From an optimization exercise on the open Yosys and OpenROAD flow, aimed at small area and a short achievable clock period; shortcuts taken in it are not production practice. For this run, only the layout was checked, not whether the RTL still works.

<file path="flow/config.mk">
export PLATFORM = sky130hd
export DESIGN_NAME = IIR
export DESIGN_NICKNAME = IIR
export VERILOG_FILES = /design/flow/design.v
export SDC_FILE = /design/flow/constraint.sdc
export NUM_CORES = 4
export LEC_CHECK = 0
export CAP_MARGIN = 20
export CORE_MARGIN = 2
export CORE_UTILIZATION = 40
export SLEW_MARGIN = 20
export SYNTH_HIERARCHICAL = 1
export SYNTH_MINIMUM_KEEP_SIZE = 0
</file>
<file path="flow/constraint.sdc">
create_clock -name core_clock -period 17.0 [get_ports {clk}]
set_input_delay 3.4000 -clock core_clock [delete_from_list [all_inputs] [get_ports {clk}]]
set_output_delay 3.4000 -clock core_clock [all_outputs]
set_load 0.01 [all_outputs]
</file>
<file path="flow/design.v">
module IIR (
    input              clk,
    input              rst_n,
    input        [7:0] adc,
    output       [7:0] dac,
    output             adc_clk,
    output             dac_clk
);
reg [3:0] c;
reg       s;
always @(posedge clk or negedge rst_n)
    if (!rst_n) begin c <= 4'd0; s <= 1'b0; end
    else if (c == 4'd11) begin c <= 4'd0; s <= ~s; end
    else c <= c + 4'd1;
assign adc_clk = s;
assign dac_clk = s;
wire en = (c == 4'd11) & ~s;
reg [7:0] x1;
reg [9:0] w;     
reg [8:0] y1, y2;
wire [8:0] y;
always @(posedge clk or negedge rst_n)
    if (!rst_n) begin x1 <= 8'd0; w <= 10'd0; y1 <= 9'd0; y2 <= 9'd0; end
    else if (en) begin x1 <= adc; w <= wn; y1 <= y; y2 <= y1; end
wire i1;
wire i2;
wire i3;
wire i4;
wire i5;
wire i6;
wire i7;
wire i8;
wire i9;
wire i10;
wire s11;
wire c12;
wire s13;
wire c14;
wire s15;
wire c16;
wire s17;
wire c18;
wire s19;
wire c20;
wire s21;
wire c22;
wire s23;
wire c24;
wire s25;
wire c26;
wire s27;
wire c28;
wire s29;
wire c30;
wire s31;
wire c32;
wire s33;
wire c34;
wire s35;
wire c36;
wire s37;
wire c38;
wire s39;
wire c40;
wire s41;
wire c42;
wire s43;
wire c44;
wire s45;
wire c46;
wire s47;
wire c48;
wire s49;
wire c50;
wire s51;
wire c52;
wire s53;
wire c54;
wire s55;
wire c56;
wire s57;
wire c58;
wire s59;
wire c60;
wire s61;
wire c62;
wire s63;
wire c64;
wire s65;
wire c66;
wire s67;
wire c68;
wire s69;
wire c70;
wire s71;
wire c72;
wire s73;
wire c74;
wire s75;
wire c76;
wire s77;
wire c78;
wire s79;
wire c80;
wire s81;
wire c82;
wire s83;
wire c84;
wire s85;
wire c86;
wire s87;
wire c88;
wire s89;
wire c90;
wire s91;
wire c92;
wire s93;
wire c94;
wire s95;
wire c96;
wire s97;
wire c98;
wire s99;
wire c100;
wire s101;
wire c102;
wire s103;
wire c104;
wire s105;
wire c106;
wire s107;
wire c108;
wire s109;
wire c110;
wire s111;
wire c112;
wire s113;
wire c114;
wire s115;
wire c116;
wire s117;
wire c118;
wire s119;
wire c120;
wire s121;
wire c122;
wire s123;
wire c124;
wire s125;
wire c126;
wire s127;
wire c128;
wire s129;
wire c130;
wire s131;
wire c132;
wire s133;
wire c134;
wire s135;
wire c136;
wire s137;
wire c138;
wire s139;
wire c140;
wire s141;
wire c142;
wire s143;
wire c144;
wire s145;
wire c146;
wire s147;
wire c148;
wire s149;
wire c150;
wire s151;
wire c152;
wire s153;
wire c154;
wire s155;
wire c156;
wire s157;
wire c158;
wire s159;
wire c160;
wire s161;
wire c162;
wire s163;
wire c164;
wire s165;
wire c166;
wire s167;
wire c168;
wire s169;
wire c170;
wire s171;
wire c172;
wire s173;
wire c174;
wire s175;
wire c176;
wire s177;
wire c178;
wire s179;
wire c180;
wire s181;
wire c182;
wire s183;
wire c184;
wire s185;
wire c186;
wire s187;
wire c188;
wire s189;
wire c190;
wire s191;
wire c192;
wire s193;
wire c194;
wire s195;
wire c196;
wire s197;
wire c198;
wire s199;
wire c200;
wire s201;
wire c202;
wire s203;
wire c204;
wire s205;
wire c206;
wire s207;
wire c208;
wire s209;
wire c210;
wire s211;
wire c212;
wire s213;
wire c214;
wire s215;
wire c216;
wire s217;
wire c218;
wire s219;
wire c220;
wire s221;
wire c222;
wire s223;
wire c224;
wire s225;
wire c226;
wire s227;
wire c228;
wire s229;
wire c230;
wire s231;
wire c232;
wire s233;
wire c234;
wire s235;
wire c236;
wire s237;
wire c238;
wire s239;
wire c240;
wire s241;
wire c242;
wire s243;
wire c244;
wire s245;
wire c246;
wire s247;
wire c248;
wire s249;
wire c250;
wire s251;
wire c252;
wire s253;
wire c254;
wire s255;
wire c256;
wire s257;
wire c258;
wire s259;
wire c260;
wire s261;
wire c262;
wire s263;
wire c264;
wire s265;
wire c266;
wire s267;
wire c268;
wire s269;
wire c270;
wire s271;
wire c272;
wire s273;
wire c274;
wire s275;
wire c276;
wire s277;
wire c278;
wire s279;
wire c280;
wire s281;
wire c282;
wire s283;
wire c284;
wire s285;
wire c286;
wire s287;
wire c288;
wire [20:0] sum1;
assign sum1 = {c286, c284, c282, c280, c278, c276, c274, c272, c270, c268, c266, c264, c262, c260, c258, c256, c254, c252, c250, s249, x1[0]} + {s287, s285, s283, s281, s279, s277, s275, s273, s271, s269, s267, s265, s263, s261, s259, s257, s255, s253, s251, y2[1], y2[0]};
wire [9:0] wn = {1'b0, adc, 1'b0} + {2'b0, x1};
assign i1 = ~y1[8];
assign i2 = ~y2[8];
assign i3 = ~y2[0];
assign i4 = ~y2[1];
assign i5 = ~y2[2];
assign i6 = ~y2[3];
assign i7 = ~y2[4];
assign i8 = ~y2[5];
assign i9 = ~y2[6];
assign i10 = ~y2[7];
assign s11 = ~w[6];
assign c12 = w[6];
iir_fa us13 (.a(w[7]), .b(w[5]), .c(w[1]), .s(s13), .co(c14));
assign s15 = ~(w[3] ^ w[1]);
assign c16 = w[3] | w[1];
iir_fa us17 (.a(w[4]), .b(w[2]), .c(x1[6]), .s(s17), .co(c18));
assign s19 = y1[5] ^ y1[3];
assign c20 = y1[5] & y1[3];
assign s21 = ~(w[5] ^ w[3]);
assign c22 = w[5] | w[3];
iir_fa us23 (.a(x1[7]), .b(y1[6]), .c(y1[4]), .s(s23), .co(c24));
iir_fa us25 (.a(y1[1]), .b(y2[7]), .c(y2[5]), .s(s25), .co(c26));
iir_fa us27 (.a(w[4]), .b(w[0]), .c(y1[7]), .s(s27), .co(c28));
iir_fa us29 (.a(y1[5]), .b(y1[2]), .c(y2[6]), .s(s29), .co(c30));
iir_fa us31 (.a(s11), .b(i2), .c(i6), .s(s31), .co(c32));
assign s33 = i4 ^ adc[6];
assign c34 = i4 & adc[6];
iir_fa us35 (.a(c12), .b(y1[6]), .c(y1[3]), .s(s35), .co(c36));
iir_fa us37 (.a(y1[0]), .b(y2[7]), .c(y2[0]), .s(s37), .co(c38));
iir_fa us39 (.a(i1), .b(i7), .c(i5), .s(s39), .co(c40));
iir_fa us41 (.a(s13), .b(adc[7]), .c(adc[5]), .s(s41), .co(c42));
iir_fa us43 (.a(w[8]), .b(w[6]), .c(w[2]), .s(s43), .co(c44));
iir_fa us45 (.a(y1[7]), .b(y1[4]), .c(y1[1]), .s(s45), .co(c46));
iir_fa us47 (.a(y2[1]), .b(i2), .c(i8), .s(s47), .co(c48));
iir_fa us49 (.a(i6), .b(c14), .c(adc[6]), .s(s49), .co(c50));
assign s51 = ~(w[9] ^ w[7]);
assign c52 = w[9] | w[7];
iir_fa us53 (.a(w[3]), .b(y1[5]), .c(y1[2]), .s(s53), .co(c54));
iir_fa us55 (.a(y2[2]), .b(i1), .c(i9), .s(s55), .co(c56));
iir_fa us57 (.a(i7), .b(i3), .c(adc[7]), .s(s57), .co(c58));
assign s59 = ~(w[8] ^ w[4]);
assign c60 = w[8] | w[4];
iir_fa us61 (.a(y1[6]), .b(y1[3]), .c(y1[0]), .s(s61), .co(c62));
iir_fa us63 (.a(y2[3]), .b(i10), .c(i8), .s(s63), .co(c64));
iir_fa us65 (.a(w[9]), .b(w[5]), .c(y1[7]), .s(s65), .co(c66));
iir_fa us67 (.a(y1[4]), .b(y1[1]), .c(y2[8]), .s(s67), .co(c68));
assign s69 = w[6] ^ y1[5];
assign c70 = w[6] & y1[5];
assign s71 = w[1] ^ x1[3];
assign c72 = w[1] & x1[3];
iir_fa us73 (.a(w[2]), .b(w[0]), .c(x1[4]), .s(s73), .co(c74));
iir_fa us75 (.a(y1[3]), .b(y1[1]), .c(y2[4]), .s(s75), .co(c76));
iir_fa us77 (.a(x1[5]), .b(y1[4]), .c(y1[2]), .s(s77), .co(c78));
iir_fa us79 (.a(y2[5]), .b(y2[3]), .c(i3), .s(s79), .co(c80));
assign s81 = s15 ^ adc[3];
assign c82 = s15 & adc[3];
iir_fa us83 (.a(y1[0]), .b(y2[6]), .c(y2[4]), .s(s83), .co(c84));
iir_fa us85 (.a(i4), .b(c16), .c(s19), .s(s85), .co(c86));
iir_fa us87 (.a(s17), .b(adc[4]), .c(adc[2]), .s(s87), .co(c88));
iir_fa us89 (.a(i5), .b(i3), .c(c20), .s(s89), .co(c90));
iir_fa us91 (.a(s21), .b(c18), .c(s23), .s(s91), .co(c92));
iir_fa us93 (.a(s25), .b(adc[5]), .c(adc[3]), .s(s93), .co(c94));
iir_fa us95 (.a(c22), .b(c24), .c(c26), .s(s95), .co(c96));
iir_fa us97 (.a(s27), .b(s29), .c(s31), .s(s97), .co(c98));
iir_fa us99 (.a(adc[4]), .b(adc[0]), .c(s33), .s(s99), .co(c100));
iir_fa us101 (.a(c28), .b(c30), .c(s35), .s(s101), .co(c102));
iir_fa us103 (.a(s37), .b(c32), .c(s39), .s(s103), .co(c104));
iir_fa us105 (.a(adc[1]), .b(c34), .c(s41), .s(s105), .co(c106));
iir_fa us107 (.a(c36), .b(c38), .c(s43), .s(s107), .co(c108));
iir_fa us109 (.a(s45), .b(c40), .c(s47), .s(s109), .co(c110));
iir_fa us111 (.a(adc[2]), .b(c42), .c(s49), .s(s111), .co(c112));
iir_fa us113 (.a(s51), .b(c44), .c(c46), .s(s113), .co(c114));
iir_fa us115 (.a(s53), .b(c48), .c(s55), .s(s115), .co(c116));
iir_fa us117 (.a(adc[3]), .b(c50), .c(s57), .s(s117), .co(c118));
iir_fa us119 (.a(i4), .b(c52), .c(s59), .s(s119), .co(c120));
iir_fa us121 (.a(c54), .b(s61), .c(c56), .s(s121), .co(c122));
iir_fa us123 (.a(s63), .b(adc[4]), .c(c58), .s(s123), .co(c124));
iir_fa us125 (.a(y2[4]), .b(i9), .c(i5), .s(s125), .co(c126));
iir_fa us127 (.a(c60), .b(c62), .c(s65), .s(s127), .co(c128));
iir_fa us129 (.a(s67), .b(c64), .c(adc[5]), .s(s129), .co(c130));
iir_fa us131 (.a(y1[2]), .b(y2[5]), .c(i1), .s(s131), .co(c132));
iir_fa us133 (.a(i10), .b(i6), .c(s69), .s(s133), .co(c134));
iir_fa us135 (.a(c66), .b(c68), .c(adc[6]), .s(s135), .co(c136));
iir_fa us137 (.a(w[7]), .b(y1[6]), .c(y1[3]), .s(s137), .co(c138));
iir_fa us139 (.a(y2[8]), .b(y2[6]), .c(i7), .s(s139), .co(c140));
assign s141 = c70 ^ adc[7];
assign c142 = c70 & adc[7];
assign s143 = ~(w[8] ^ y1[7]);
assign c144 = w[8] | y1[7];
assign s145 = y1[4] ^ y2[7];
assign c146 = y1[4] & y2[7];
assign s147 = ~(w[9] ^ y1[5]);
assign c148 = w[9] | y1[5];
iir_fa us149 (.a(w[0]), .b(x1[2]), .c(y1[1]), .s(s149), .co(c150));
iir_fa us151 (.a(y1[2]), .b(y1[0]), .c(y2[3]), .s(s151), .co(c152));
assign s153 = y2[1] ^ s71;
assign c154 = y2[1] & s71;
iir_fa us155 (.a(y2[2]), .b(c72), .c(s73), .s(s155), .co(c156));
iir_fa us157 (.a(s75), .b(adc[2]), .c(adc[0]), .s(s157), .co(c158));
iir_fa us159 (.a(c74), .b(c76), .c(s77), .s(s159), .co(c160));
iir_fa us161 (.a(s79), .b(adc[1]), .c(s81), .s(s161), .co(c162));
iir_fa us163 (.a(c78), .b(s83), .c(c80), .s(s163), .co(c164));
iir_fa us165 (.a(s85), .b(c82), .c(s87), .s(s165), .co(c166));
iir_fa us167 (.a(c84), .b(c86), .c(s89), .s(s167), .co(c168));
iir_fa us169 (.a(s91), .b(c88), .c(s93), .s(s169), .co(c170));
iir_fa us171 (.a(c90), .b(c92), .c(s95), .s(s171), .co(c172));
iir_fa us173 (.a(s97), .b(c94), .c(s99), .s(s173), .co(c174));
iir_fa us175 (.a(c96), .b(s101), .c(c98), .s(s175), .co(c176));
iir_fa us177 (.a(s103), .b(c100), .c(s105), .s(s177), .co(c178));
iir_fa us179 (.a(c102), .b(s107), .c(c104), .s(s179), .co(c180));
iir_fa us181 (.a(s109), .b(c106), .c(s111), .s(s181), .co(c182));
iir_fa us183 (.a(c108), .b(s113), .c(c110), .s(s183), .co(c184));
iir_fa us185 (.a(s115), .b(c112), .c(s117), .s(s185), .co(c186));
iir_fa us187 (.a(s119), .b(c114), .c(c116), .s(s187), .co(c188));
iir_fa us189 (.a(s121), .b(c118), .c(s123), .s(s189), .co(c190));
iir_fa us191 (.a(s125), .b(c120), .c(c122), .s(s191), .co(c192));
iir_fa us193 (.a(s127), .b(s129), .c(c124), .s(s193), .co(c194));
iir_fa us195 (.a(c126), .b(s131), .c(s133), .s(s195), .co(c196));
iir_fa us197 (.a(c128), .b(c130), .c(s135), .s(s197), .co(c198));
iir_fa us199 (.a(s137), .b(c132), .c(s139), .s(s199), .co(c200));
iir_fa us201 (.a(c134), .b(s141), .c(c136), .s(s201), .co(c202));
iir_fa us203 (.a(i8), .b(s143), .c(s145), .s(s203), .co(c204));
iir_fa us205 (.a(c138), .b(c140), .c(c142), .s(s205), .co(c206));
iir_fa us207 (.a(i1), .b(i2), .c(i9), .s(s207), .co(c208));
iir_fa us209 (.a(c144), .b(c146), .c(s147), .s(s209), .co(c210));
assign s211 = y1[6] ^ i10;
assign c212 = y1[6] & i10;
assign s213 = y2[2] ^ y2[0];
assign c214 = y2[2] & y2[0];
iir_fa us215 (.a(c150), .b(s151), .c(s153), .s(s215), .co(c216));
iir_fa us217 (.a(c152), .b(c154), .c(s155), .s(s217), .co(c218));
iir_fa us219 (.a(c156), .b(s159), .c(c158), .s(s219), .co(c220));
iir_fa us221 (.a(c160), .b(s163), .c(c162), .s(s221), .co(c222));
iir_fa us223 (.a(c164), .b(s167), .c(c166), .s(s223), .co(c224));
iir_fa us225 (.a(c168), .b(s171), .c(c170), .s(s225), .co(c226));
iir_fa us227 (.a(c172), .b(s175), .c(c174), .s(s227), .co(c228));
iir_fa us229 (.a(c176), .b(s179), .c(c178), .s(s229), .co(c230));
iir_fa us231 (.a(c180), .b(s183), .c(c182), .s(s231), .co(c232));
iir_fa us233 (.a(c184), .b(s187), .c(c186), .s(s233), .co(c234));
iir_fa us235 (.a(s191), .b(c188), .c(c190), .s(s235), .co(c236));
iir_fa us237 (.a(s195), .b(c192), .c(s197), .s(s237), .co(c238));
iir_fa us239 (.a(s199), .b(c196), .c(c198), .s(s239), .co(c240));
iir_fa us241 (.a(s203), .b(c200), .c(s205), .s(s241), .co(c242));
iir_fa us243 (.a(s207), .b(c204), .c(s209), .s(s243), .co(c244));
iir_fa us245 (.a(c148), .b(s211), .c(c208), .s(s245), .co(c246));
assign s247 = y1[7] ^ y2[8];
assign c248 = y1[7] & y2[8];
assign s249 = x1[1] ^ y1[0];
assign c250 = x1[1] & y1[0];
iir_fa us251 (.a(s213), .b(s149), .c(adc[0]), .s(s251), .co(c252));
iir_fa us253 (.a(c214), .b(s215), .c(adc[1]), .s(s253), .co(c254));
iir_fa us255 (.a(c216), .b(s217), .c(s157), .s(s255), .co(c256));
iir_fa us257 (.a(c218), .b(s161), .c(s219), .s(s257), .co(c258));
iir_fa us259 (.a(c220), .b(s165), .c(s221), .s(s259), .co(c260));
iir_fa us261 (.a(s169), .b(c222), .c(s223), .s(s261), .co(c262));
iir_fa us263 (.a(s173), .b(c224), .c(s225), .s(s263), .co(c264));
iir_fa us265 (.a(c226), .b(s177), .c(s227), .s(s265), .co(c266));
iir_fa us267 (.a(s181), .b(c228), .c(s229), .s(s267), .co(c268));
iir_fa us269 (.a(s185), .b(c230), .c(s231), .s(s269), .co(c270));
iir_fa us271 (.a(s189), .b(c232), .c(s233), .s(s271), .co(c272));
iir_fa us273 (.a(s193), .b(c234), .c(s235), .s(s273), .co(c274));
iir_fa us275 (.a(c194), .b(s237), .c(c236), .s(s275), .co(c276));
iir_fa us277 (.a(s201), .b(c238), .c(s239), .s(s277), .co(c278));
iir_fa us279 (.a(c202), .b(s241), .c(c240), .s(s279), .co(c280));
iir_fa us281 (.a(s243), .b(c206), .c(c242), .s(s281), .co(c282));
iir_fa us283 (.a(c210), .b(s245), .c(c244), .s(s283), .co(c284));
iir_fa us285 (.a(s247), .b(c212), .c(c246), .s(s285), .co(c286));
assign s287 = i1 ^ c248;
assign c288 = i1 & c248;
assign y = sum1[20:12];
assign dac = y[7:0];
endmodule
module iir_fa (input a, input b, input c, output s, output co);
assign s = a ^ b ^ c;
assign co = (a & b) | (a & c) | (b & c);
endmodule
</file>
<file path="flow/flow/run.sh">
#!/bin/bash
# Standard ORFS layout, with plain buffers (buf_2) on the ports instead of the
# delay-cell buffers buffer_ports picks by default.
set -o pipefail
cp standard.sh standard_sh.txt
export BUFFER_PORTS_ARGS="-buffer_cell sky130_fd_sc_hd__buf_2"
bash standard.sh > standard.log 2>&1
</file>
<file path="flow/standard.sh">
#!/bin/bash
# synth_recipe.tcl (not shown) runs the flow's synth.tcl, then flattens the netlist and writes it again
# the make line also repeats each setting of config.mk as NAME=value (left out here)
make -C /OpenROAD-flow-scripts/flow DESIGN_CONFIG=/design/flow/config.mk WORK_HOME=/design/flow/orfs CLKGATE_MAP_FILE= SYNTH_SCRIPT=/design/flow/synth_recipe.tcl "${@:-finish}"
</file>
==> notes.md <==
state kept, by name, summed over array words and instances (netlist names):
| register | count |
|---|---|
| y1 | 9 |
| y2 | 9 |
| c | 4 |
| w | 10 |
| s | 1 |
| x1 | 8 |
how the worst min path moves through the flow:
stage          slack (ps)  depth (start not counted)            from              to
2_1_floorplan         430                          1  c[0]$_DFF_PN0_  c[0]$_DFF_PN0_
3_3_place_gp          440                          1  c[0]$_DFF_PN0_  c[0]$_DFF_PN0_
3_5_place_dp          450                          1  c[0]$_DFF_PN0_  c[0]$_DFF_PN0_
4_1_cts               460                          1  c[0]$_DFF_PN0_  c[0]$_DFF_PN0_
5_1_grt               500                          1  c[0]$_DFF_PN0_  c[0]$_DFF_PN0_
6_report              450                          1  c[0]$_DFF_PN0_  c[0]$_DFF_PN0_
stage by stage:
step / setup WS [ps]
after detailed placement: 6030
after global placement: 6110
final: 6050
after global routing: 5890
after floorplan: 6510
after CTS: 6020
final cells by class:
class / instances / area (um2) / area share
clock buffers: 6 / 129 / 0.0226
inverters: 36 / 135 / 0.0237
multi-input cells: 353 / 4090 / 0.715
flip-flops and latches: 41 / 1030 / 0.180
well taps: 176 / 220 / 0.0386
repair buffers: 20 / 105 / 0.0184
clock inverters: 2 / 10.0 / 0.00175
kinds of logic (layout without fill, tap and decap cells):
kind of cell / after synthesis / after routing
flops: 41 / 41
fa+ha+maj: 165 / 165
buf+inv: 53 / 64
compound gates: 71 / 71
xor+xnor: 16 / 16
mux: 8 / 8
simple gates: 93 / 93
cell usage in the layout, fill, tap and decap left out, types with 2 or more instances in the layout:
| master | netlist | routed |
|---|---|---|
| o21ai_1 | 7 | 7 |
| inv_1 | 36 | 36 |
| o21ai_0 | 21 | 21 |
| dfrtp_1 | 41 | 41 |
| xnor2_1 | 10 | 10 |
| fa_1 | 120 | 120 |
| nor3_1 | 3 | 2 |
| a211oi_2 | 2 | 2 |
| mux2_2 | 6 | 6 |
| buf_2 | 1 | 18 |
| a21o_1 | 7 | 7 |
| nand4_1 | 4 | 4 |
| nand3_1 | 3 | 3 |
| ha_1 | 45 | 45 |
| nor2_1 | 8 | 8 |
| clkbuf_16 | 0 | 5 |
| nor3_4 | 1 | 2 |
| nor2b_1 | 3 | 3 |
| nand2b_1 | 4 | 4 |
| o21a_1 | 3 | 3 |
| o22ai_1 | 3 | 3 |
| nor3b_1 | 3 | 3 |
| clkinv_2 | 0 | 2 |
| a21oi_1 | 19 | 19 |
| nand2_1 | 60 | 60 |
| xor2_1 | 6 | 6 |
| a31oi_1 | 2 | 2 |
| buf_4 | 9 | 2 |
modules after synthesis (local to each module, per instance):
module	cells inside	times used	area [um2]
IIR	328	1	2950
iir_fa	1	119	20.0
routing by layer:
metal | vias up | wire length, um | share of wire | global-route usage
met4 | 0 | 308 | 0.025 | 0.0596
met2 | 83 | 6090 | 0.49 | 0.314
met1 | 1803 | 5340 | 0.43 | 0.263
li1 | 1482 | - | - | -
met3 | 24 | 587 | 0.048 | 0.0474
met5 | - | 0 | 0 | 0
worst max-delay path: stages:
cell     delay [ps]
buf_2           170
fa_1            530
fa_1            460
fa_1            400
fa_1            500
fa_1            420
ha_1            360
nand2_1          70
o21a_1          250
a21o_1          240
a21oi_1         230
a31oi_1         140
xnor2_1         200
buf_2           170
==> impl_metrics.ini <==
[global_route]
overflow = 0
antenna_found_initial = 0
grt_pass1_vias = 3855
grt_pass1_wl_um = 20700
grt_max_degree = 42
track_usage = 0.195

[yosys]
synth.distinct_cells = 40
syn-num-nets = 622
synthFlopType = dfrtp_1
synth_fa_ha_area_frac = 0.556
synth_simple_gate_area_frac = 0.0791
syn_area_um2 = 5330
ys_seq_area_frac = 0.192
yosys.area.top_type = fa_1
ys_warn_count = 7
synthCells = 447
synth.most_common_cell = fa_1
synth_compound_area_frac = 0.0852
yosys-top-cells-count = 120 x fa_1, 60 x nand2_1, 45 x ha_1, 41 x dfrtp_1, 36 x inv_1
synth_edf_count = 0
synth_top_area_frac = 0.450
synth_top_family_by_area = adder cells
synth-xor-area-share = 0.0263
avgSynthCellArea_um2 = 11.9
synth_mux_area_frac = 0.0174
synthTopCellsByArea = fa_1 45%, dfrtp_1 19%, ha_1 11%
ys_ff_latch = 41
async_reset_ff_frac = 1.00

[clocking]
cts_buffers = 5
postCtsSetupBuffers = 0
cts_resized = 0
clock_latency_ps = 290
clockRootBuffer = clkbuf_16
cts_max_level = 2
clkTransAtPathRegs_ps = 60
ctsHoldBuffers = 0
clk_path_buf_depth = 2
cts_tree = done
cts.sinks = 41

[drt]
via_count = 3392
drt-wirelength-per-cell_um = 19.4
drc = 0
via_per_inst = 5.35
routed_wl_um = 12300
postRouteAntennaNets = 0
first_pass_iters = 4
drt_iter0_drc = 170

[timing]
hold_viol_final = 0
tns_ps = 0
max_clock_freq_mhz = 91.3
drv_slew = 0
setup_viol = 0
rsz0062_at_grt = false
tightestPinTransition_ps = 958
post-route-period-util = 0.644
period_needed_ps = 10950
fin_worst_skew_ps = 5.41
holdWs_ps = 454
max_slew_margin = 0.361

[layout]
fin_util = 0.435
antenna_cells = 0
finalNetCount = 632
stdcell_area_um2 = 5710
fillers = 1252
instances_no_fill = 634
layout-drive-gt1-share = 0.0961
area_growth_pct = 7.06

[worst_hold_path]
hp-class = flip-flop to flip-flop

[floorplanning]
core-area_um2 = 13100
die-area_um2 = 14300
start_util = 0.406
die_w_um = 119
io_pins = 20
rows = 42
die_height_um = 119

[worst_setup_path]
cp_max_fo = 8
rrSetupSlack_ps = 11820
worstSetupPathType = input pin to output port
rr_worst_depth = 14
reg2reg_to = y1[4]$_DFFE_PN0P_
crit_arrival_ps = 7550
startpoint_type = input pin
crit_path_start = adc[7]
r2r-start = w[7]$_DFFE_PN0P_
crit_end = dac[4]
critPathRequiredTime_ps = 13600
endpoint_kind = output port

[status]
status = complete, no violations

[run]
max_cap_viol_count = 0

[placement]
placed_cell_area_um2 = 5570
place_congestion = 0.864
dp_hpwl_um = 10500
numPlacedInstances = 626
port_buffers = 19

## afterwards: timing with drivers on the ports
The flow's constraints put no driver on any port. The routed layout listed below was extracted and timed again, unchanged, in two steps.
Step 1: set_driving_cell puts a clkbuf_16 on clk and a buf_2 on each other input, an assumption about the parent block.
Step 2 moves the port delays by t, midway between the first and last clock arrival at a register: inputs arrive t later, outputs are due t later. That takes back most of the time a late clock gives input paths.
Three values: ideal, step 1, step 2; two values: the first two.
t, ns: 0.332
slack for setup (ns): 6.051 / 6.028 / 6.028
worst setup path at the end: input to output
worst register clock-pin slew, ns: 0.06 / 0.06
After both steps this run still meets setup and hold. The setup slack of this run moves by -0.023 ns with the drivers and by -0.023 ns with both steps.
